This is an optimization exercise on Yosys and OpenROAD, whose aim is a short achievable clock period and few clock cycles, not a production implementation.
The RTL was checked by simulation tests, not by an equivalence proof against the original design.
Power and IR drop assume default switching activity.

## design/flow/flow/run.sh

```bash
#!/bin/bash
# The standard layout (the standard.sh: standard synthesis, floorplan,
# placement, CTS, routing) with two changes to how it is made:
#  - timing repair aims further below the clock period than config.mk's
#    SETUP_SLACK_MARGIN (capped at 5 ns) allows;
#  - the port buffers are buf_6 cells instead of the default pick.
# The clock period and I/O constraints are the standard flow's, unchanged.
set -euo pipefail
bash standard.sh SETUP_SLACK_MARGIN=${MARGIN:-6} \
  "BUFFER_PORTS_ARGS=-buffer_cell sky130_fd_sc_hd__buf_6" finish > standard_make.log 2>&1
```

## design/flow/standard.sh

```bash
#!/bin/bash
# synth_recipe.tcl (not shown) runs the flow's synth.tcl, then flattens the netlist and writes it again
# the make line also repeats each setting of config.mk as NAME=value (left out here)
make -C /OpenROAD-flow-scripts/flow DESIGN_CONFIG=/design/flow/config.mk WORK_HOME=/design/flow/orfs CLKGATE_MAP_FILE= SYNTH_SCRIPT=/design/flow/synth_recipe.tcl "${@:-finish}"
```

## design/flow/constraint.sdc

```tcl
create_clock -name core_clock -period 10.0 [get_ports {clk}]
set_input_delay 2.0000 -clock core_clock [delete_from_list [all_inputs] [get_ports {clk}]]
set_output_delay 2.0000 -clock core_clock [all_outputs]
set_load 0.01 [all_outputs]
```

## design/flow/design.v

```verilog
module coco_cpu(input clk, reset,
                output [31:0] address, writedata,
                input  [31:0] readdata,
                output WE,
                output [3:0] BE,
                output Req);
localparam [31:0] RESET_PC = 32'hBFC00000;
reg rst;
always @(posedge clk) rst <= reset;
localparam [31:0] EXC_PC   = 32'hBFC00380;
localparam R_ADD = 0, R_SUB = 1, R_AND = 2, R_OR = 3, R_XOR = 4, R_NOR = 5,
           R_SLT = 6, R_SLTU = 7, R_B = 8, R_SH = 9, R_HI = 10, R_LO = 11,
           R_CP0 = 12, R_LINK = 13, R_ONES = 14;
localparam NR = 15;
reg         xv;                  
reg  [31:0] xir;                 
reg  [31:0] xpc4;                
reg  [31:0] xbt;                 
reg  [31:0] xnpc;                
reg  [31:0] ras;                 
reg         xpt;                 
reg  [31:0] xa, xb, xopb;        
reg         xbimm;               
reg  [NR-1:0] xrsel;
reg         xwe;                 
reg  [4:0]  xrd;
reg         xld, xst, xbr, xj, xjr, xeret, xexc, xmd, xmdiv, xmsgn,
            xmthi, xmtlo, xhilo, xmtc0, xshv;
reg  [1:0]  xsht;                
reg  [4:0]  xshn;                
reg  [2:0]  xbrt;                
reg  [2:0]  xlt;                 
reg  [1:0]  xstt;                
reg  [31:0] ADDR;                
reg  [31:0] fnpc;                
reg         mv, mst;             
reg  [31:0] mwd;
reg  [3:0]  mbe;
reg  [2:0]  mlt;
reg  [4:0]  mrt;
wire [31:0] HI, LO;
reg  [7:0]  sr;                  
reg  [10:0] cause;               
reg  [31:0] epc, prid;
wire [31:0] rf [0:31];
assign rf[0] = 32'h0;
wire        rf_we;
wire [4:0]  rf_wa;
wire [31:0] rf_wd;
genvar gi;
generate for (gi = 1; gi < 32; gi = gi + 1) begin : g_rf
  reg [31:0] r;
  always @(posedge clk)
    if (rst) r <= 32'h0;
    else if (wbv && wbrd == gi) r <= wbd;
  assign rf[gi] = r;
end endgenerate
wire mdbusy;
wire x_hold  = xv && xhilo && mdbusy;
wire x_exec  = xv && !mv && !(xhilo && mdbusy);
wire [31:0] sum, dsum;
wire        dco;
coco_ksadd #(32) u_sum(.a(xa), .b(xopb),  .cin(1'b0), .s(sum),  .cout());
coco_ksadd #(32) u_dif(.a(xa), .b(~xopb), .cin(1'b1), .s(dsum), .cout(dco));
wire [32:0] dif  = {!dco, dsum};
wire        ltu  = !dco;
wire        lts  = (xa[31] != xopb[31]) ? xa[31] : ltu;
wire [4:0]  shn  = xshn;
wire [31:0] shl  = xb << shn;
wire [31:0] shr  = xb >> shn;
wire [31:0] sra  = shr | ({32{xb[31]}} & ~(32'hffffffff >> shn));
wire [31:0] shres = (xsht == 2'd1) ? shl : (xsht == 2'd3) ? sra : shr;
wire [4:0]  cpi  = xir[15:11];
wire [31:0] cp0r = (cpi == 5'd12) ? {16'h0, sr[7:2], 8'h0, sr[1:0]} :
                   (cpi == 5'd13) ? {16'h0, cause[10:5], 3'b000, cause[4:0], 2'b00} :
                   (cpi == 5'd14) ? epc :
                   (cpi == 5'd15) ? prid : 32'h11111111;
wire [31:0] xres = ({32{xrsel[R_ADD]}}  & sum) |
                   ({32{xrsel[R_SUB]}}  & dif[31:0]) |
                   ({32{xrsel[R_AND]}}  & (xa & xopb)) |
                   ({32{xrsel[R_OR]}}   & (xa | xopb)) |
                   ({32{xrsel[R_XOR]}}  & (xa ^ xopb)) |
                   ({32{xrsel[R_NOR]}}  & ~(xa | xopb)) |
                   ({32{xrsel[R_SLT]}}  & {31'h0, lts}) |
                   ({32{xrsel[R_SLTU]}} & {31'h0, ltu}) |
                   ({32{xrsel[R_B]}}    & xopb) |
                   ({32{xrsel[R_SH]}}   & shres) |
                   ({32{xrsel[R_HI]}}   & HI) |
                   ({32{xrsel[R_LO]}}   & LO) |
                   ({32{xrsel[R_CP0]}}  & cp0r) |
                   ({32{xrsel[R_LINK]}} & xpc4) |
                   {32{xrsel[R_ONES]}};
wire x_wr = x_exec && xwe;
wire a_eq = (xa == xb);
wire a_z  = (xa == 32'h0);
reg  taken;
always @(*)
  case (xbrt)
    3'd0: taken = a_eq;
    3'd1: taken = !a_eq;
    3'd2: taken = xa[31] || a_z;
    3'd3: taken = !xa[31] && !a_z;
    3'd4: taken = xa[31];
    3'd5: taken = !xa[31];
    default: taken = 1'b0;
  endcase
wire x_misp = x_exec && ((xbr && (taken != xpt)) ||
                         (xjr && (xa != xnpc)) ||
                         (xeret && (epc != xnpc)));
wire [31:0] x_fix = xbr ? (taken ? xbt : xpc4) : xjr ? xa : epc;
assign address   = ADDR;
assign writedata = mwd;
assign BE        = mbe;
assign WE        = mv && mst && !rst;
assign Req       = 1'b1;
wire [1:0]  lo2 = ADDR[1:0];
reg  [31:0] ldata;
always @(*)
  case (mlt)
    3'd1: ldata = (lo2 == 2'd0) ? {{24{readdata[7]}},  readdata[7:0]} :
                  (lo2 == 2'd1) ? {{24{readdata[15]}}, readdata[15:8]} :
                  (lo2 == 2'd2) ? {{24{readdata[23]}}, readdata[23:16]} :
                                  {{24{readdata[31]}}, readdata[31:24]};
    3'd2: ldata = (lo2 == 2'd0) ? {24'h0, readdata[7:0]} :
                  (lo2 == 2'd1) ? {24'h0, readdata[15:8]} :
                  (lo2 == 2'd2) ? {24'h0, readdata[23:16]} :
                                  {24'h0, readdata[31:24]};
    3'd3: ldata = (lo2 == 2'd0) ? {{16{readdata[15]}}, readdata[15:0]} :
                  (lo2 == 2'd2) ? {{16{readdata[31]}}, readdata[31:16]} : readdata;
    3'd4: ldata = (lo2 == 2'd0) ? {16'h0, readdata[15:0]} :
                  (lo2 == 2'd2) ? {16'h0, readdata[31:16]} : readdata;
    default: ldata = readdata;
  endcase
wire m_ld = mv && !mst && (mrt != 5'd0);
assign rf_we = x_wr || m_ld;
assign rf_wa = m_ld ? mrt : xrd;
assign rf_wd = m_ld ? ldata : xres;
reg         wbv;
reg  [4:0]  wbrd;
reg  [31:0] wbd;
always @(posedge clk)
  if (rst) begin
    wbv <= 1'b0; wbrd <= 5'd0; wbd <= 32'h0;
  end else begin
    wbv <= rf_we; wbrd <= rf_wa; wbd <= rf_wd;
  end
wire [31:0] fi  = readdata;
wire [5:0]  fop = fi[31:26];
wire [5:0]  ffn = fi[5:0];
wire [4:0]  frs = fi[25:21];
wire [4:0]  frt = fi[20:16];
wire [4:0]  frd = fi[15:11];
wire        fR  = (fop == 6'b000000);
reg [NR-1:0] d_rsel;
reg        d_we, d_ld, d_st, d_br, d_j, d_jr, d_eret, d_exc, d_md, d_mdiv, d_msgn,
           d_mthi, d_mtlo, d_hilo, d_mtc0, d_shv, d_bimm, d_sext;
reg [4:0]  d_rd;
reg [1:0]  d_sht, d_stt;
reg [2:0]  d_brt, d_lt;
always @(*) begin
  d_rsel = {NR{1'b0}};
  d_we = 1'b0; d_rd = frd;
  d_ld = 1'b0; d_st = 1'b0; d_br = 1'b0; d_j = 1'b0; d_jr = 1'b0; d_eret = 1'b0;
  d_exc = 1'b0; d_md = 1'b0; d_mdiv = 1'b0; d_msgn = 1'b0; d_mthi = 1'b0; d_mtlo = 1'b0;
  d_hilo = 1'b0; d_mtc0 = 1'b0; d_shv = 1'b0; d_bimm = 1'b0; d_sext = 1'b1;
  d_sht = 2'd0; d_stt = 2'd0; d_brt = 3'd6; d_lt = 3'd0;
  case (fop)
    6'b000000: begin
      d_we = 1'b1; d_rd = frd;
      case (ffn)
        6'b000000: begin d_rsel[R_SH] = 1'b1; d_sht = 2'd1; end
        6'b000010: begin d_rsel[R_SH] = 1'b1; d_sht = 2'd2; end
        6'b000011: begin d_rsel[R_SH] = 1'b1; d_sht = 2'd3; end
        6'b000100: begin d_rsel[R_SH] = 1'b1; d_sht = 2'd1; d_shv = 1'b1; end
        6'b000110: begin d_rsel[R_SH] = 1'b1; d_sht = 2'd2; d_shv = 1'b1; end
        6'b000111: begin d_rsel[R_SH] = 1'b1; d_sht = 2'd3; d_shv = 1'b1; end
        6'b001000: begin d_we = 1'b0; d_jr = 1'b1; end                        
        6'b001001: begin d_rd = 5'd31; d_rsel[R_LINK] = 1'b1; d_jr = 1'b1; end  
        6'b001100: begin d_we = 1'b0; d_exc = 1'b1; end                       
        6'b001101: begin d_we = 1'b0; d_exc = 1'b1; end                       
        6'b010000: begin d_rsel[R_HI] = 1'b1; d_hilo = 1'b1; end              
        6'b010010: begin d_rsel[R_LO] = 1'b1; d_hilo = 1'b1; end              
        6'b010001: begin d_we = 1'b0; d_mthi = 1'b1; d_hilo = 1'b1; end       
        6'b010011: begin d_we = 1'b0; d_mtlo = 1'b1; d_hilo = 1'b1; end       
        6'b011000: begin d_rsel[R_ONES] = 1'b1; d_md = 1'b1; d_msgn = 1'b1; end
        6'b011001: begin d_rsel[R_ONES] = 1'b1; d_md = 1'b1; end
        6'b011010: begin d_rsel[R_ONES] = 1'b1; d_md = 1'b1; d_mdiv = 1'b1; d_msgn = 1'b1; end
        6'b011011: begin d_rsel[R_ONES] = 1'b1; d_md = 1'b1; d_mdiv = 1'b1; end
        6'b100000, 6'b100001: d_rsel[R_ADD] = 1'b1;
        6'b100010, 6'b100011: d_rsel[R_SUB] = 1'b1;
        6'b100100: d_rsel[R_AND] = 1'b1;
        6'b100101: d_rsel[R_OR] = 1'b1;
        6'b100110: d_rsel[R_XOR] = 1'b1;
        6'b100111: d_rsel[R_NOR] = 1'b1;
        6'b101010: d_rsel[R_SLT] = 1'b1;
        6'b101011: d_rsel[R_SLTU] = 1'b1;
        default:   d_rsel[R_ONES] = 1'b1;
      endcase
    end
    6'b000010: d_j = 1'b1;
    6'b000011: begin d_j = 1'b1; d_we = 1'b1; d_rd = 5'd31; d_rsel[R_LINK] = 1'b1; end
    6'b000100: begin d_br = 1'b1; d_brt = 3'd0; end
    6'b000101: begin d_br = 1'b1; d_brt = 3'd1; end
    6'b000110: begin d_br = 1'b1; d_brt = 3'd2; end
    6'b000111: begin d_br = 1'b1; d_brt = 3'd3; end
    6'b000001: begin d_br = 1'b1; d_brt = (frt == 5'd0) ? 3'd4 : (frt == 5'd1) ? 3'd5 : 3'd6; end
    6'b001000, 6'b001001: begin d_we = 1'b1; d_rd = frt; d_bimm = 1'b1; d_rsel[R_ADD] = 1'b1; end
    6'b001010: begin d_we = 1'b1; d_rd = frt; d_bimm = 1'b1; d_rsel[R_SLT] = 1'b1; end
    6'b001011: begin d_we = 1'b1; d_rd = frt; d_bimm = 1'b1; d_rsel[R_SLTU] = 1'b1; end
    6'b001100: begin d_we = 1'b1; d_rd = frt; d_bimm = 1'b1; d_sext = 1'b0; d_rsel[R_AND] = 1'b1; end
    6'b001101: begin d_we = 1'b1; d_rd = frt; d_bimm = 1'b1; d_sext = 1'b0; d_rsel[R_OR] = 1'b1; end
    6'b001110: begin d_we = 1'b1; d_rd = frt; d_bimm = 1'b1; d_sext = 1'b0; d_rsel[R_XOR] = 1'b1; end
    6'b001111: begin d_we = 1'b1; d_rd = frt; d_bimm = 1'b1; d_rsel[R_B] = 1'b1; end           
    6'b010000: begin
      if (frs == 5'b00000) begin d_we = 1'b1; d_rd = frt; d_rsel[R_CP0] = 1'b1; end        
      else if (frs == 5'b00100) d_mtc0 = 1'b1;                                          
      else if (frs == 5'b10000) d_eret = 1'b1;                                          
    end
    6'b100011: begin d_ld = 1'b1; d_bimm = 1'b1; d_rd = frt; d_lt = 3'd0; end
    6'b100000: begin d_ld = 1'b1; d_bimm = 1'b1; d_rd = frt; d_lt = 3'd1; end
    6'b100100: begin d_ld = 1'b1; d_bimm = 1'b1; d_rd = frt; d_lt = 3'd2; end
    6'b100001: begin d_ld = 1'b1; d_bimm = 1'b1; d_rd = frt; d_lt = 3'd3; end
    6'b100101: begin d_ld = 1'b1; d_bimm = 1'b1; d_rd = frt; d_lt = 3'd4; end
    6'b101011: begin d_st = 1'b1; d_bimm = 1'b1; d_stt = 2'd0; end
    6'b101001: begin d_st = 1'b1; d_bimm = 1'b1; d_stt = 2'd1; end
    6'b101000: begin d_st = 1'b1; d_bimm = 1'b1; d_stt = 2'd2; end
    default: ;
  endcase
end
wire [31:0] fimm = (fop == 6'b001111) ? {fi[15:0], 16'h0} :
                   d_sext ? {{16{fi[15]}}, fi[15:0]} : {16'h0, fi[15:0]};
wire [31:0] f_wa = (wbv && wbrd == frs && frs != 5'd0) ? wbd : rf[frs];
wire [31:0] f_wb = (wbv && wbrd == frt && frt != 5'd0) ? wbd : rf[frt];
wire [31:0] f_ra = (x_wr && xrd == frs && frs != 5'd0) ? xres : f_wa;
wire [31:0] f_rb = (x_wr && xrd == frt && frt != 5'd0) ? xres : f_wb;
wire [31:0] fpc4 = ADDR + 32'd4;
wire [31:0] f_bt;
coco_ksadd #(32) u_bt(.a(fpc4), .b({{14{fi[15]}}, fi[15:0], 2'b00}), .cin(1'b0), .s(f_bt), .cout());
wire        f_pt = d_br && fi[15];
wire        f_seq = !(d_j || d_jr || d_eret || d_exc || f_pt);
wire [31:0] f_npo = ({32{d_j}}    & {fpc4[31:28], fi[25:0], 2'b00}) |
                    ({32{d_jr}}   & ras) |
                    ({32{d_eret}} & epc) |
                    ({32{d_exc}}  & EXC_PC) |
                    ({32{f_seq}}  & fpc4);
wire [31:0] f_npc = ({32{f_pt}} & f_bt) | f_npo;
wire f_take = !mv && !x_hold;
wire ld_a = m_ld && (mrt == xir[25:21]);
wire ld_b = m_ld && (mrt == xir[20:16]);
always @(posedge clk)
  if (rst) begin
    xv <= 1'b0;
    xir <= 32'h0; xwe <= 1'b0; xrd <= 5'd0; xrsel <= {NR{1'b0}};
    xld <= 1'b0; xst <= 1'b0; xbr <= 1'b0; xj <= 1'b0; xjr <= 1'b0; xeret <= 1'b0;
    xexc <= 1'b0; xmd <= 1'b0; xmdiv <= 1'b0; xmsgn <= 1'b0; xmthi <= 1'b0; xmtlo <= 1'b0;
    xhilo <= 1'b0; xmtc0 <= 1'b0; xshv <= 1'b0; xbimm <= 1'b0;
    xsht <= 2'd0; xstt <= 2'd0; xbrt <= 3'd6; xlt <= 3'd0;
    xpc4 <= 32'h0; xbt <= 32'h0; xnpc <= 32'h0; xpt <= 1'b0; xa <= 32'h0; xb <= 32'h0; xopb <= 32'h0; xshn <= 5'd0;
  end else if (f_take) begin
    xv <= !x_misp;
    xir <= fi; xwe <= d_we; xrd <= d_rd; xrsel <= d_rsel;
    xld <= d_ld; xst <= d_st; xbr <= d_br; xj <= d_j; xjr <= d_jr; xeret <= d_eret;
    xexc <= d_exc; xmd <= d_md; xmdiv <= d_mdiv; xmsgn <= d_msgn; xmthi <= d_mthi; xmtlo <= d_mtlo;
    xhilo <= d_hilo; xmtc0 <= d_mtc0; xshv <= d_shv; xbimm <= d_bimm;
    xsht <= d_sht; xstt <= d_stt; xbrt <= d_brt; xlt <= d_lt;
    xpc4 <= fpc4;
    xbt <= f_bt;
    xnpc <= f_npc;
    xpt <= f_pt;
    xa <= f_ra; xb <= f_rb; xopb <= d_bimm ? fimm : f_rb;
    xshn <= d_shv ? f_ra[4:0] : fi[10:6];
  end else begin
    if (ld_a) begin xa <= ldata; if (xshv) xshn <= ldata[4:0]; end
    if (ld_b) begin xb <= ldata; if (!xbimm) xopb <= ldata; end
  end
wire a_mv   = mv;
wire a_hold = !mv && x_hold;
wire a_mem  = x_exec && (xld || xst);
wire a_f    = !mv && !x_hold && !x_misp && !a_mem;
wire [1:0] ea = sum[1:0];
reg  [3:0] st_be;
reg  [31:0] st_wd;
always @(*)
  case (xstt)
    2'd1: begin st_be = ea[1] ? 4'b1100 : 4'b0011; st_wd = ea[1] ? {xb[15:0], 16'h0} : {16'h0, xb[15:0]}; end
    2'd2: begin
      st_be = 4'b0001 << ea;
      st_wd = {xb[7:0], xb[7:0], xb[7:0], xb[7:0]} & {{8{ea == 2'd3}}, {8{ea == 2'd2}}, {8{ea == 2'd1}}, {8{ea == 2'd0}}};
    end
    default: begin st_be = 4'b1111; st_wd = xb; end
  endcase
always @(posedge clk)
  if (rst) begin
    mv <= 1'b0; mst <= 1'b0; mwd <= 32'h0; mbe <= 4'h0; mlt <= 3'd0; mrt <= 5'd0;
    ADDR <= RESET_PC; fnpc <= RESET_PC;
  end else begin
    mv <= x_exec && (xld || xst);
    ADDR <= ({32{a_f && f_pt}} & f_bt) |
            ({32{a_mv}}   & fnpc) |
            ({32{a_hold}} & ADDR) |
            ({32{x_misp}} & x_fix) |
            ({32{a_mem}}  & sum) |
            ({32{a_f}}    & f_npo);
    fnpc <= f_npc;
    mst <= xst;
    mwd <= st_wd;
    mbe <= st_be;
    mlt <= xlt;
    mrt <= xld ? xrd : 5'd0;
  end
always @(posedge clk)
  if (rst) ras <= 32'h0;
  else if (x_exec && xrsel[R_LINK]) ras <= xpc4;
always @(posedge clk)
  if (rst) begin
    sr <= 8'hFF; cause <= 11'h0; epc <= 32'h0; prid <= 32'h0;
  end else if (x_exec && xmtc0) begin
    case (cpi)
      5'd12: sr <= {xb[15:10], xb[1:0]};
      5'd13: cause <= {xb[15:10], xb[6:2]};
      5'd14: epc <= xb;
      5'd15: prid <= xb;
      default: ;
    endcase
  end else if (x_exec && xexc) begin
    sr[1:0] <= 2'b10;
    cause[9:5] <= 5'd0;
    cause[4:0] <= xir[0] ? 5'd9 : 5'd8;
    epc <= xpc4;
  end
coco_muldiv md(.clk(clk), .reset(rst),
               .start(x_exec && xmd), .div(xmdiv), .sgn(xmsgn), .a(xa), .b(xb),
               .mthi(x_exec && xmthi), .mtlo(x_exec && xmtlo),
               .busy(mdbusy), .hi(HI), .lo(LO));
endmodule
module coco_muldiv
  (input clk, reset, start, div, sgn,
   input [31:0] a, b,
   input mthi, mtlo,
   output busy,
   output reg [31:0] hi, lo);
reg        run, isdiv, neg_lo, neg_hi;
reg [5:0]  cnt;
reg [31:0] bb, ih, il;
reg [31:0] m3;
assign busy = run;
wire [31:0] a1 = (sgn && a[31]) ? (~a + 32'd1) : a;
wire [31:0] b1 = (sgn && b[31]) ? (~b + 32'd1) : b;
wire [31:0] ma0 = il[0] ? bb : 32'h0;
wire [31:0] ms1;
coco_ksadd #(32, 5) u_ms1(.a(ih), .b(ma0), .cin(1'b0), .s(ms1), .cout());
wire [31:0] m_hi = {1'b0, ms1[31:1]};
wire [31:0] m_lo = {ms1[0], il[31:1]};
wire [31:0] x0 = ih;
wire [31:0] x1 = {ih[30:0], il[31]};
wire [31:0] t1, t2_0, t2_1;
coco_ksadd #(32, 5) u_t1 (.a(x0), .b(~bb), .cin(1'b1), .s(t1),   .cout());
coco_ksadd #(32, 5) u_t20(.a(x1), .b(~bb), .cin(1'b1), .s(t2_0), .cout());
coco_ksadd #(32, 5) u_t21(.a(x1), .b(~m3), .cin(1'b1), .s(t2_1), .cout());
wire        k1 = !t1[31];
wire [31:0] t2 = ({32{k1}} & t2_1) | ({32{!k1}} & t2_0);
wire        k2 = !t2[31];
wire [31:0] h1 = ({32{k1}} & {t1[30:0], il[31]}) | ({32{!k1}} & x1);
wire [31:0] h2 = ({32{k2}} & {t2[30:0], il[30]}) | ({32{!k2}} & {h1[30:0], il[30]});
wire [31:0] d_lo = {il[29:0], k1, k2};
wire [31:0] d1_lo = {il[30:0], k1};
wire [63:0] negm = ~{ih, il} + 64'd1;
wire [31:0] hsh  = {1'b0, ih[31:1]};
wire [31:0] mf_hi = neg_lo ? negm[63:32] : ih;
wire [31:0] mf_lo = neg_lo ? negm[31:0] : il;
wire [31:0] df_hi = neg_hi ? (~hsh + 32'd1) : hsh;
wire [31:0] df_lo = neg_lo ? (~il + 32'd1) : il;
wire s_mstep = run && !isdiv && !cnt[5];
wire s_dprep = run && isdiv && (cnt == 6'd0);
wire s_dstep = run && isdiv && (cnt != 6'd0) && (cnt < 6'd17);
wire s_fin   = run && (isdiv ? !(cnt < 6'd17) : cnt[5]);
always @(posedge clk)
  if (reset) begin
    run <= 1'b0; isdiv <= 1'b0; neg_lo <= 1'b0; neg_hi <= 1'b0; cnt <= 6'd0; bb <= 32'h0;
    m3 <= 32'h0; ih <= 32'h0; il <= 32'h0;
    hi <= 32'h0; lo <= 32'h0;
  end else begin
    if (start) begin
      run <= 1'b1; isdiv <= div; cnt <= 6'd0; bb <= b1;
      neg_lo <= sgn && (a[31] ^ b[31]);
      neg_hi <= sgn && (a[31] ^ b[31]) && a[31];
      ih <= 32'h0; il <= a1;
    end else if (run) begin
      cnt <= cnt + 6'd1;
      if (s_fin) run <= 1'b0;
      if (s_mstep) begin ih <= m_hi; il <= m_lo; end
      if (s_dstep) begin ih <= h2; il <= d_lo; end
      if (s_dprep) begin
        m3 <= (bb << 1) + bb;
        ih <= h1; il <= d1_lo;
      end
    end
    if (!start && s_fin) begin
      hi <= isdiv ? df_hi : mf_hi;
      lo <= isdiv ? df_lo : mf_lo;
    end else if (!start && !run && mthi) hi <= a;
    else if (!start && !run && mtlo) lo <= a;
  end
endmodule
module coco_ksadd #(parameter W = 32, parameter L = 5)    
  (input [W-1:0] a, b, input cin, output [W-1:0] s, output cout);
wire [W-1:0] p0 = a ^ b;
wire [W-1:0] gl [0:L];
wire [W-1:0] pl [0:L];
assign gl[0] = (a & b) | {{(W-1){1'b0}}, p0[0] & cin};
assign pl[0] = p0;
genvar l, i;
generate for (l = 0; l < L; l = l + 1) begin : g_lvl
  for (i = 0; i < W; i = i + 1) begin : g_bit
    if (i >= (1 << l)) begin : g_op
      assign gl[l+1][i] = gl[l][i] | (pl[l][i] & gl[l][i - (1 << l)]);
      assign pl[l+1][i] = pl[l][i] & pl[l][i - (1 << l)];
    end else begin : g_cp
      assign gl[l+1][i] = gl[l][i];
      assign pl[l+1][i] = pl[l][i];
    end
  end
end endgenerate
assign s = p0 ^ {gl[L][W-2:0], cin};
assign cout = gl[L][W-1];
endmodule
```

## design/flow/config.mk

```make
export PLATFORM = sky130hd
export DESIGN_NAME = coco_cpu
export DESIGN_NICKNAME = coco_cpu
export VERILOG_FILES = /design/flow/design.v
export SDC_FILE = /design/flow/constraint.sdc
export NUM_CORES = 4
export LEC_CHECK = 0
export ABC_CLOCK_PERIOD_IN_PS = 3000
export CAP_MARGIN = 20
export CELL_PAD_IN_SITES_DETAIL_PLACEMENT = 1
export CELL_PAD_IN_SITES_GLOBAL_PLACEMENT = 2
export CORE_MARGIN = 2
export CORE_UTILIZATION = 30
export PLACE_DENSITY = 0.5
export SETUP_SLACK_MARGIN = 5
export SLEW_MARGIN = 20
```

==> flow_metrics.env, run 1 <==
export IMPL_wl_mm=787
export IMPL_setup_viol=0
export IMPL_synth_seq_area_share_pct=32.7
export IMPL_hp_start="ras[27]"
export IMPL_tightest_slew_ns=1.28
export IMPL_cp_required_ns=10.78
export IMPL_skew_ns=0.167
export IMPL_setup_ws_ns=5.74
export IMPL_synth_seq_cells=1717
export IMPL_min_path_cells=2
export IMPL_p_total_uw=17100
export IMPL_drv_cap=0
export IMPL_largest_reg_flops=992
export IMPL_syn2layout_area_growth_pct=20.8
export IMPL_cts_buffers=221
export IMPL_timing_fmax_ghz=0.235
export IMPL_relSlewSlack_pct=14.8
export IMPL_cts_tree="built"
export IMPL_synth_edff_count=0
export IMPL_status="timing/DRC/antenna clean"
export IMPL_arrival_ns=5.04
export IMPL_crit_type="reg -> reg"
export IMPL_drt_iter0_markers=15200
export IMPL_p_leak_uw=0.0452
export IMPL_grt_pass1_vias=119000
export IMPL_grt_max_degree=193
export IMPL_clock_latency_ns=1.02
export IMPL_via_per_inst=6.52
export IMPL_syn_area_per_cell_um2=7.30
export IMPL_ios=104
export IMPL_std_cell_rows=217
export IMPL_clockBufferDepth=4
export IMPL_hold_end="ras[27]"
export IMPL_synthSimpleGateAreaFrac_pct=21.3
export IMPL_post_place_ws_ns=3.53
export IMPL_grt_use_total_pct=42.3
export IMPL_hp_class="reg -> reg"
export IMPL_slew_viol_final=0
export IMPL_cts_hold_buf=0
export IMPL_cts_root_buf="clkbuf_16"
export IMPL_powerDensity_nw_per_um2=135
export IMPL_numClockSinks=1717
export IMPL_cp_slowest_cell="dfxtp_4"
export IMPL_grt_pass1_wl_mm=1050
export IMPL_syn_nets=14700
export IMPL_vias=123000
export IMPL_ys_flop_type="dfxtp_1"
export IMPL_grt_ovfl_total=0
export IMPL_core_um2=349000
export IMPL_synth_warnings=4
export IMPL_netlist_instances=14400
export IMPL_syn_area_um2=105000
export IMPL_numPortBuffers=102
export IMPL_max_stage_delay_ns=0.37
export IMPL_synth_top_family_by_area="compound AO/OA/AOI/OAI gates"
export IMPL_rsz0062_at_grt="yes"
export IMPL_path_cells="and4_4 > and2_4 > nand2_4 > nor3_4 > buf_4 > nand2_2 > xnor2_4 > ha_4 > inv_1 > o21bai_1 > a21oi_1 > o21ai_0 > a31oi_4 > nand3_4 > a31oi_4 > buf_4 > nor2b_2 > or3_1 > nand3_1 > a21oi_1"
export IMPL_synthXorXnorAreaFrac_pct=4.25
export IMPL_layout_drive_gt1_share_pct=15.1
export IMPL_vdd_ir_drop_worst_uv=147
export IMPL_route_detailed_drc=0
export IMPL_min_period_ns=4.26
export IMPL_dr_pass1_iters=10
export IMPL_r2r_start="ADDR[9]"
export IMPL_nets=14500
export IMPL_die_area_um2=355000
export IMPL_critPathCaptureType="flip-flop"
export IMPL_rrSetupSlack_ns=5.74
export IMPL_ys_async_sr_fraction_pct=0
export IMPL_regMostFlops="g_rf.r"
export IMPL_r2r_end="xbt[30]"
export IMPL_cts_htree_levels=4
export IMPL_final_hold_viol_count=0
export IMPL_whs_ns=0.450
export IMPL_synthMuxAreaShare_pct=3.33
export IMPL_antenna_found_initial=74
export IMPL_die_w_um=596
export IMPL_synth_cell_types=112
export IMPL_finalSetupTns_ns=0
export IMPL_timing_final_crit_share_pct=42.6
export IMPL_ff2ff_path_depth=20
export IMPL_globalplace_congestion=0.975
export IMPL_crit_fanout=7
export IMPL_clk_pin_slew_ns=0.06
export IMPL_fp_dieH_um=596
export IMPL_initial_utilization_pct=30.1
export IMPL_synth_fa_ha_area_share_pct=3.58
export IMPL_nFillCells=41300
export IMPL_synth_compound_area_share_pct=28.7
export IMPL_hpwlAfterDp_mm=517
export IMPL_start_kind="flip-flop"
export IMPL_wire_per_inst_um=41.6
export IMPL_drtAntennaViolNets=0
metal layers:
layer  global-route usage, %  vias up  wire length, um
met4                    31.2       12            70700
met5                       0        -               78
met2                    65.0     7424           340000
li1                        -    50800                -
met3                    9.25     2666            72300
met1                    51.9    62500           304000
worst max-delay path, delay by kind of cell (launching register included):
family | cells | cell delay (ns)
AOI/OAI and AO/OA | 6 | 1.08
xor gates and xnor gates | 1 | 0.27
adders and majority gates | 1 | 0.27
buffers and inverters | 3 | 0.55
DFF | 1 | 0.37
and+or+nand+nor | 9 | 1.53
stage by stage:
step           util, %  std cells  area, um^2
6_report          36.3      18900      127000
3_5_place_dp      32.0      18200      112000
3_3_place_gp      32.0      18200      112000
2_1_floorplan        -      14400      106000
5_1_grt           36.3      18900      127000
4_1_cts           35.4      18800      124000
cell type report:
cell class              count  area (um^2)  share of cell area [%]
well taps                4599         5750                    4.54
inverters                 269         1080                   0.853
clock buffers             331         6590                    5.20
multi-input cells       11000        68900                    54.3
clock inverters            72          922                   0.727
flip-flops and latches   1717        34500                    27.2
repair buffers            882         8950                    7.06
diodes                     26         65.1                  0.0513
what timing repair did:
item                                    in CTS  in global routing
gates cloned                                 5                 11
buffers inserted                           178                125
gates resized for setup                    658                373
endpoints found under the setup margin     380                333
pin swaps                                  119                117
report_power, final:
part,internal [uW],total [uW],switching [uW],leakage [uW]
Combinational,467,1520,1050,0.0276
Sequential,6900,7010,112,0.0139
Clock,4970,8600,3630,0.00370
Total,12300,17100,4790,0.0452
Yosys cell counts, types with 55 or more instances:
cell	n	area, um^2
a211oi_1	340	2550
a21o_1	97	728
a21oi_1	1814	9080
a221oi_1	93	815
a222oi_1	132	1320
a22oi_1	962	7220
a311oi_1	97	850
a31oi_1	99	619
buf_1	95	357
buf_2	101	505
clkbuf_1	1116	4190
dfxtp_1	1717	34400
ha_1	288	3600
inv_1	261	980
mux2i_1	179	1790
mux4_2	55	1240
nand2_1	3273	12300
nand2b_1	69	432
nand3_1	224	1120
nand4_1	124	776
nor2_1	1004	3770
nor2b_1	69	432
nor3_1	193	966
nor4_1	91	569
o211ai_1	60	450
o21ai_0	423	2120
xnor2_1	257	2250
xor2_1	252	2210
cells by family after synthesis:
family / count (synthesis)
mux: 274
xor+xnor: 509
compound gates: 4629
simple gates: 5322
flops: 1717
fa+ha+maj: 296
buf+inv: 1627
other cells: 1
worst max path at each step:
stage / from / endpoint / slack [ns] / depth (start not counted)
after floorplan: readdata[15] / ADDR[26] / 5.71 / 11
after global placement: readdata[23] / xshn[0] / 3.60 / 12
after detailed placement: readdata[23] / xshn[0] / 3.53 / 12
after CTS: ADDR[9] / ADDR[26] / 5.87 / 17
after global routing: ADDR[9] / xbt[30] / 5.61 / 20
final: ADDR[9] / xbt[30] / 5.74 / 20
cells in the final DEF, fill, tap and decap left out, types with 232 or more instances in the layout:
master,count
nand2_1,3215
a22oi_1,952
ha_1,238
a211oi_1,308
o21ai_0,371
buf_4,577
nor2_1,895
clkbuf_16,232
a21oi_1,1755
dfxtp_1,1638
xor2_1,241
Testbench counts, summed over its fixed seeds: cycles 36,233.
==> run 2: changes to the inputs <==
--- a/design/flow/design.v
+++ b/design/flow/design.v
@@ -234,8 +234,9 @@
 wire [31:0] f_ra = (x_wr && xrd == frs && frs != 5'd0) ? xres : f_wa;
 wire [31:0] f_rb = (x_wr && xrd == frt && frt != 5'd0) ? xres : f_wb;
 wire [31:0] fpc4 = ADDR + 32'd4;
-wire [31:0] f_bt;
-coco_ksadd #(32) u_bt(.a(fpc4), .b({{14{fi[15]}}, fi[15:0], 2'b00}), .cin(1'b0), .s(f_bt), .cout());
+wire [29:0] f_btw;
+coco_ksadd #(30, 5) u_bt(.a(ADDR[31:2]), .b({{14{fi[15]}}, fi[15:0]}), .cin(1'b1), .s(f_btw), .cout());
+wire [31:0] f_bt = {f_btw, ADDR[1:0]};
 wire        f_pt = d_br && fi[15];
 wire        f_seq = !(d_j || d_jr || d_eret || d_exc || f_pt);
 wire [31:0] f_npo = ({32{d_j}}    & {fpc4[31:28], fi[25:0], 2'b00}) |
==> flow_metrics.env, run 2 <==
export IMPL_p_total_uw=17300
export IMPL_grt_pass1_vias=120000
export IMPL_grt_use_total_pct=42.4
export IMPL_critPathCaptureType="flip-flop"
export IMPL_clock_latency_ns=1.04
export IMPL_drtAntennaViolNets=0
export IMPL_ff2ff_path_depth=12
export IMPL_path_depth=13
export IMPL_via_per_inst=6.58
export IMPL_synth_area_leaders="dfxtp_1 (33%), nand2_1 (11%), a21oi_1 (8.5%), a22oi_1 (6.6%), clkbuf_1 (4.2%)"
export IMPL_wl_mm=791
export IMPL_finalSetupTns_ns=0
export IMPL_fp_dieH_um=597
export IMPL_dr_pass1_iters=8
export IMPL_r2r_end="xopb[26]"
export IMPL_cts_tree="built"
export IMPL_layout_common_cells="nand2_1 (3,165), a21oi_1 (1,740), dfxtp_1 (1,659)"
export IMPL_vdd_ir_drop_worst_uv=161
export IMPL_cts_buffers=222
export IMPL_finalNonFillerCells=19000
export IMPL_cts_htree_levels=4
export IMPL_min_path_cells=2
export IMPL_initial_utilization_pct=30.2
export IMPL_nets=14500
export IMPL_power_net_switching_uw=4870
export IMPL_rrSetupSlack_ns=5.89
export IMPL_start_kind="primary input"
export IMPL_syn_nets=14700
export IMPL_r2r_start="xa[23]"
export IMPL_drt_iter0_markers=16400
export IMPL_cts_root_buf="clkbuf_16"
export IMPL_ys_flop_type="dfxtp_1"
export IMPL_synth_seq_area_share_pct=32.5
export IMPL_setup_ws_ns=5.85
export IMPL_syn2layout_area_growth_pct=19.6
export IMPL_grt_pass1_wl_mm=1060
export IMPL_route_detailed_drc=0
export IMPL_placedCellCount=18300
export IMPL_netlist_area_leader_share_pct=32.5
export IMPL_core_um2=350000
export IMPL_p_leak_uw=0.0446
export IMPL_cp_slowest_cell="a31oi_1"
export IMPL_tightest_slew_ns=1.30
export IMPL_finish_utilization_pct=36.1
export IMPL_ys_async_sr_fraction_pct=0
export IMPL_status="timing/DRC/antenna clean"
export IMPL_grt_max_degree=178
export IMPL_largest_reg_flops=992
export IMPL_p_seq_share_pct=40.6
export IMPL_crit_family="buffers and inverters"
export IMPL_cts_hold_buf=0
export IMPL_skew_ns=0.138
export IMPL_std_cell_rows=217
export IMPL_final_common_cell="nand2_1"
export IMPL_swShare_pct=28.2
export IMPL_p_int_uw=12400
export IMPL_antenna_found_initial=60
export IMPL_numPortBuffers=102
export IMPL_max_stage_delay_ns=0.44
export IMPL_syn_area_um2=106000
export IMPL_die_w_um=597
export IMPL_hp_class="reg -> reg"
export IMPL_p_comb_share_pct=8.6
export IMPL_crit_start="readdata[23]"
export IMPL_cp_buffers_inverters=4
export IMPL_netlist_instances=14400
export IMPL_timing_final_crit_share_pct=41.5
export IMPL_timing_fmax_ghz=0.241
export IMPL_synth_commonest_cells="nand2_1 (3,210), a21oi_1 (1,791), dfxtp_1 (1,717), clkbuf_1 (1,188), a22oi_1 (925)"
export IMPL_cp_required_ns=10.85
export IMPL_path_cells="buf_16 > nand3b_1 > buf_4 > nor2_4 > buf_4 > buf_8 > a22oi_1 > nand4_1 > a2111oi_1 > a31oi_1 > a21oi_1 > mux2_2 > nor2_1"
export IMPL_synth_cell_types=97
export IMPL_worst_path_most_repeated_cell="buf_4"
export IMPL_clk_pin_slew_ns=0.06
export IMPL_wire_per_inst_um=41.7
export IMPL_clockBufferDepth=4
export IMPL_regMostFlops="g_rf.r"
export IMPL_synth_warnings=5
export IMPL_syn_area_per_cell_um2=7.33
export IMPL_post_place_ws_ns=3.90
export IMPL_synth_edff_count=0
export IMPL_crit_type="in -> reg"
export IMPL_yosysTopAreaCell="dfxtp_1"
export IMPL_hpwlAfterDp_mm=523
export IMPL_relSlewSlack_pct=13.4
export IMPL_powerDensity_nw_per_um2=137
export IMPL_crit_fanout=19
export IMPL_yosysMostFrequentCell="nand2_1"
export IMPL_setup_viol=0
export IMPL_ios=104
export IMPL_numClockSinks=1717
export IMPL_synth_seq_cells=1717
export IMPL_arrival_ns=5.00
export IMPL_vias=125000
export IMPL_endpoint="xa[3]"
export IMPL_p_clk_share_pct=50.8
export IMPL_slew_viol_final=0
export IMPL_grt_ovfl_total=0
export IMPL_min_period_ns=4.15
export IMPL_layout_drive_gt1_share_pct=14.5
export IMPL_final_hold_viol_count=0
export IMPL_rsz0062_at_grt="yes"
export IMPL_die_area_um2=357000
export IMPL_globalplace_congestion=0.994
export IMPL_drv_cap=0
-- run 2: changes by cell type after synthesis, sizes merged, moves of 23 or more --
cell	change
mux2	+31
a22oi	-37
or2	+28
clkbuf	+63
a21oi	-23
nor2	-114
o21ai	+33
o211ai	+58
a211oi	-37
a22o	+24
buf	-53
inv	-26
nand2	-63
xnor2	-23
-- run 2: cell type report --
| type | count | area (um^2) |
|---|---|---|
| clock inverter | 99 | 1320 |
| antenna | 35 | 87.6 |
| sequential | 1717 | 34500 |
| timing repair buffer | 866 | 8470 |
| multi-input combinational | 11100 | 68900 |
| clock buffer | 310 | 6320 |
| inverter | 242 | 1040 |
| fill | 41600 | 224000 |
| tap | 4599 | 5750 |
-- run 2: timing repair --
action                     4_1_cts  5_1_grt
setup endpoints to repair      315      216
buffers inserted               131      103
cloned                           3        7
pin swaps                       80       90
gates resized for setup        490      330
-- run 2: worst min-delay path by stage --
stage	start	end	slack, ns
2_1_floorplan	xlt[0]	xlt[0]	0.43
3_3_place_gp	xlt[0]	xlt[0]	0.44
3_5_place_dp	md.m3[9]	md.m3[9]	0.45
4_1_cts	md.m3[26]	md.m3[26]	0.45
5_1_grt	ras[23]	ras[23]	0.47
6_report	md.m3[3]	md.m3[3]	0.45
-- run 2: power by group through the flow --
stage / Combinational [uW] / Clock [uW] / Sequential [uW]
floorplan: 718 / 0 / 7100
global placement: 1270 / 0 / 7160
detailed placement: 1280 / 0 / 7160
CTS: 1370 / 8840 / 7000
global route: 1520 / 9100 / 7000
finish: 1490 / 8770 / 7010
-- run 2: logic make-up (layout without fill, tap and decap cells) --
kind of cell / Yosys count / in the layout / synth area share [%]
flip-flops: 1717 / 1717 / 32.5
buffers and inverters: 1610 / 1517 / 5.83
XOR/XNOR: 505 / 505 / 4.19
adder cells (fa/ha/maj): 296 / 296 / 3.56
AND/OR/NAND/NOR: 5285 / 5288 / 21.3
multiplexers: 302 / 302 / 3.64
other: 1 / 36 / 0.00355
AO/OA/AOI/OAI: 4696 / 4696 / 29.0
-- run 2: metrics by stage --
stage | instance area (um^2) | hold slack [ns]
3_3_place_gp | 113000 | 0.437
2_1_floorplan | 107000 | 0.427
4_1_cts | 124000 | 0.454
6_report | 126000 | 0.449
5_1_grt | 126000 | 0.471
3_5_place_dp | 113000 | 0.446
-- run 2: worst reg2reg max path: stages (launching register included) --
cell	delay [ns]
dfxtp_1	0.42
buf_4	0.34
inv_1	0.21
ha_4	0.36
a21o_1	0.21
a21o_1	0.17
a21oi_1	0.47
nor3_1	0.18
nor4_4	0.32
o311ai_0	0.36
a211o_1	0.47
o211ai_1	0.28
a31oi_1	0.12
-- run 2: layer usage --
metal  share of wire [%]  GRT usage, %
met5               0.025             0
met4                 8.5          30.2
met3                 9.7          9.68
met2                  43          64.4
met1                  39          52.8
Testbench counts of run 2, summed over its fixed seeds: cycles 36,233.
==> run 3: changes to the inputs <==
--- a/design/flow/design.v
+++ b/design/flow/design.v
@@ -343,6 +343,7 @@
 reg        run, isdiv, neg_lo, neg_hi;
 reg [5:0]  cnt;
 reg [31:0] bb, ih, il;
+reg [31:0] mq;           
 reg [31:0] m3;
 assign busy = run;
 wire [31:0] a1 = (sgn && a[31]) ? (~a + 32'd1) : a;
@@ -372,24 +373,27 @@
 wire [31:0] df_hi = neg_hi ? (~hsh + 32'd1) : hsh;
 wire [31:0] df_lo = neg_lo ? (~il + 32'd1) : il;
 wire s_mstep = run && !isdiv && !cnt[5];
+wire        m_zero = (mq == 32'h0);
+wire [63:0] m_sh   = {ih, il} >> (6'd32 - cnt);
 wire s_dprep = run && isdiv && (cnt == 6'd0);
 wire s_dstep = run && isdiv && (cnt != 6'd0) && (cnt < 6'd17);
 wire s_fin   = run && (isdiv ? !(cnt < 6'd17) : cnt[5]);
 always @(posedge clk)
   if (reset) begin
     run <= 1'b0; isdiv <= 1'b0; neg_lo <= 1'b0; neg_hi <= 1'b0; cnt <= 6'd0; bb <= 32'h0;
-    m3 <= 32'h0; ih <= 32'h0; il <= 32'h0;
+    m3 <= 32'h0; ih <= 32'h0; il <= 32'h0; mq <= 32'h0;
     hi <= 32'h0; lo <= 32'h0;
   end else begin
     if (start) begin
       run <= 1'b1; isdiv <= div; cnt <= 6'd0; bb <= b1;
       neg_lo <= sgn && (a[31] ^ b[31]);
       neg_hi <= sgn && (a[31] ^ b[31]) && a[31];
-      ih <= 32'h0; il <= a1;
+      ih <= 32'h0; il <= a1; mq <= a1;
     end else if (run) begin
       cnt <= cnt + 6'd1;
       if (s_fin) run <= 1'b0;
-      if (s_mstep) begin ih <= m_hi; il <= m_lo; end
+      if (s_mstep && m_zero) begin {ih, il} <= m_sh; cnt <= 6'd32; end
+      else if (s_mstep) begin ih <= m_hi; il <= m_lo; mq <= {1'b0, mq[31:1]}; end
       if (s_dstep) begin ih <= h2; il <= d_lo; end
       if (s_dprep) begin
         m3 <= (bb << 1) + bb;
==> flow_metrics.env, run 3 <==
export IMPL_status="timing/DRC/antenna clean"
export IMPL_grt_use_total_pct=42.7
export IMPL_numClockSinks=1749
export IMPL_core_um2=366000
export IMPL_rsz0062_at_grt="yes"
export IMPL_final_common_cell="nand2_1"
export IMPL_numPortBuffers=102
export IMPL_largest_reg_flops=992
export IMPL_swShare_pct=27.9
export IMPL_p_total_uw=17600
export IMPL_drv_cap=0
export IMPL_crit_family="compound AO/OA/AOI/OAI gates"
export IMPL_syn_area_um2=110000
export IMPL_std_cell_rows=222
export IMPL_grt_pass1_wl_mm=1110
export IMPL_powerDensity_nw_per_um2=130
export IMPL_route_detailed_drc=0
export IMPL_globalplace_congestion=0.988
export IMPL_synth_warnings=5
export IMPL_timing_final_crit_share_pct=41.8
export IMPL_netlist_area_leader_share_pct=31.8
export IMPL_max_stage_delay_ns=0.56
export IMPL_synth_area_leaders="dfxtp_1 (32%), nand2_1 (11%), a21oi_1 (8.9%), a22oi_1 (5.8%), clkbuf_1 (4.1%)"
export IMPL_nets=15200
export IMPL_drtAntennaViolNets=0
export IMPL_hpwlAfterDp_mm=544
export IMPL_syn2layout_area_growth_pct=23.1
export IMPL_crit_fanout=18
export IMPL_layout_drive_gt1_share_pct=16.8
export IMPL_start_kind="primary input"
export IMPL_ys_async_sr_fraction_pct=0
export IMPL_cts_hold_buf=0
export IMPL_layout_common_cells="nand2_1 (3,179), a21oi_1 (1,887), dfxtp_1 (1,680)"
export IMPL_ios=104
export IMPL_arrival_ns=4.89
export IMPL_p_comb_share_pct=8.7
export IMPL_vias=131000
export IMPL_grt_pass1_vias=125000
export IMPL_clock_latency_ns=1.02
export IMPL_synth_seq_area_share_pct=31.8
export IMPL_critPathCaptureType="flip-flop"
export IMPL_initial_utilization_pct=30.1
export IMPL_min_period_ns=4.18
export IMPL_cts_htree_levels=4
export IMPL_syn_area_per_cell_um2=7.38
export IMPL_power_net_switching_uw=4910
export IMPL_p_clk_share_pct=50.7
export IMPL_slew_viol_final=0
export IMPL_cts_buffers=225
export IMPL_syn_nets=15300
export IMPL_drt_iter0_markers=17300
export IMPL_timing_fmax_ghz=0.239
export IMPL_cp_buffers_inverters=4
export IMPL_clk_pin_slew_ns=0.05
export IMPL_p_seq_share_pct=40.7
export IMPL_p_leak_uw=0.0489
export IMPL_cts_root_buf="clkbuf_16"
export IMPL_worst_path_most_repeated_cell="buf_4"
export IMPL_dr_pass1_iters=10
export IMPL_ys_flop_type="dfxtp_1"
export IMPL_grt_ovfl_total=0
export IMPL_clockBufferDepth=4
export IMPL_yosysTopAreaCell="dfxtp_1"
export IMPL_register_area_um2=35100
export IMPL_cts_tree="built"
export IMPL_p_int_uw=12700
export IMPL_die_w_um=610
export IMPL_tightest_slew_ns=1.31
export IMPL_skew_ns=0.157
export IMPL_path_cells="buf_16 > nand2b_4 > buf_4 > buf_12 > nor2_4 > buf_4 > a22oi_1 > nand3_1 > or4_4 > a221oi_4 > o211ai_1 > o21ai_1 > a311o_2 > a21oi_1"
export IMPL_regMostFlops="g_rf.r"
export IMPL_via_per_inst=6.56
export IMPL_vdd_ir_drop_worst_uv=150
export IMPL_grt_max_degree=185
export IMPL_yosysMostFrequentCell="nand2_1"
export IMPL_multi_input_area_um2=73700
export IMPL_antenna_found_initial=58
export IMPL_synth_commonest_cells="nand2_1 (3,239), a21oi_1 (1,968), dfxtp_1 (1,749), clkbuf_1 (1,214), nor2_1 (1,079)"
export IMPL_finalSetupTns_ns=0
export IMPL_synth_edff_count=0
export IMPL_synth_cell_types=104
export IMPL_setup_viol=0
export IMPL_nFillCells=43300
export IMPL_die_area_um2=372000
export IMPL_wire_per_inst_um=42.0
export IMPL_netlist_instances=14900
export IMPL_fp_dieH_um=610
export IMPL_relSlewSlack_pct=12.7
export IMPL_final_hold_viol_count=0
export IMPL_cp_slowest_cell="or4_4"
export IMPL_hp_class="reg -> reg"
export IMPL_wl_mm=835
export IMPL_synth_seq_cells=1749
export IMPL_crit_type="in -> reg"
export IMPL_cp_required_ns=10.71
-- run 3: cell count changes in the layout (fill, tap and decap cells not counted), moves of 71 or more --
cell     delta
buf_4     +131
nor2_1    +161
mux2i_1    +98
a21oi_1   +147
buf_12     +71
a22oi_1    -92
-- run 3: power groups by stage --
stage | Sequential [uW] | Combinational [uW] | Clock (uW)
5_1_grt | 7140 | 1550 | 9210
4_1_cts | 7140 | 1370 | 8950
2_1_floorplan | 7230 | 665 | 0
6_report | 7140 | 1520 | 8900
3_3_place_gp | 7290 | 1200 | 0
3_5_place_dp | 7290 | 1210 | 0
-- run 3: what timing repair did --
action	4_1_cts	5_1_grt
cloned	14	12
resized for setup	740	474
pin swaps	150	166
endpoints found under the setup margin	404	220
buffers inserted	283	198
-- run 3: path summary, 6_finish.rpt --
check             slack, ns        end          from  cells past startpoint
setup / recovery       5.82    xopb[1]  readdata[17]                     14
hold / removal         0.45   md.m3[3]      md.m3[3]                      2
setup reg to reg       5.85  md.ih[29]      md.bb[4]                     16
hold reg to reg        0.45   md.m3[3]      md.m3[3]                      2
-- run 3: kinds of logic (layout without fill, tap and decap cells) --
logic type      count (synthesis)  after routing  share of synthesized area [%]
compound gates               4855           4855                           28.7
flops                        1749           1749                           31.8
other cells                     1             28                        0.00340
fa+ha+maj                     296            296                           3.42
mux                           456            459                           5.67
xor+xnor                      521            522                           4.16
buf+inv                      1653           1759                           5.75
simple gates                 5401           5403                           20.5
-- run 3: worst reg2reg max path: stages (launching register included) --
cell and delay (ns):
dfxtp_2 0.33, buf_8 0.15, clkinvlp_4 0.15, ha_4 0.22, a21o_1 0.16, or3_4 0.36, o211ai_4 0.26, a31oi_4 0.21
a2111o_1 0.48, a221oi_4 0.30, xnor2_1 0.11, buf_6 0.17, mux2_8 0.38, nor2_4 0.17, buf_12 0.15, o211ai_1 0.17
a32o_1 0.29
-- run 3: layout make-up --
cell class | instances | share of cell area, %
clock buffer | 325 | 4.96
timing repair buffer | 1110 | 8.70
inverter | 237 | 0.771
antenna | 27 | 0.0498
clock inverter | 86 | 0.804
sequential | 1749 | 25.9
tap | 4816 | 4.44
multi-input combinational | 11500 | 54.3
timing repair inverter | 1 | 0.00646
-- run 3: through the flow --
stage / setup slack [ns] / utilization (%) / instance area, um^2 / hold slack [ns] / instances
floorplan: 5.46 / - / 111000 / 0.424 / 14900
global placement: 2.85 / 32.1 / 117000 / 0.438 / 18900
detailed placement: 3.16 / 32.1 / 117000 / 0.445 / 18900
CTS: 5.86 / 35.9 / 131000 / 0.452 / 19700
global route: 5.84 / 37.1 / 136000 / 0.469 / 19900
finish: 5.82 / 37.1 / 136000 / 0.453 / 19900
-- run 3: metal layers --
| layer | GRT usage, % | part of all wire (%) | up-vias |
|---|---|---|---|
| met1 | 52.9 | 39 | 66300 |
| li1 | - | - | 53500 |
| met5 | 0 | 0.017 | - |
| met3 | 9.20 | 9.1 | 2739 |
| met4 | 32.1 | 9.1 | 20 |
| met2 | 64.8 | 43 | 7964 |
Testbench counts of run 3, summed over its fixed seeds: cycles 35,516.

[what the ideal ports hide]
How much do the figures lean on ideal ports? The routed layouts below were timed once more, with nothing changed but the port constraints.
Step 1 sets driving cells, clkbuf_16 on the clock port and buf_2 on the other inputs (assumed; they add their load-dependent delay and slew).
Step 2 also shifts input and output timing later by t, the mid clock arrival at the registers, as if the neighbouring blocks saw the same clock.
Slacks: ideal ports / drivers / drivers and shift; pairs: ideal ports / drivers.
run	shift t [ns]	slack for setup (ns)	worst slew at a driven data input, ns
run 1	1.058	5.744 / 5.744 / 4.695	0.27
run 2	1.075	5.850 / 5.722 / 4.647	0.31
run 3	1.070	5.821 / 5.719 / 4.649	0.31
After both steps every run listed still meets setup and hold. The setup slack of run 2, which loses most, moves by -0.128 ns with the drivers and by -1.203 ns with both steps.
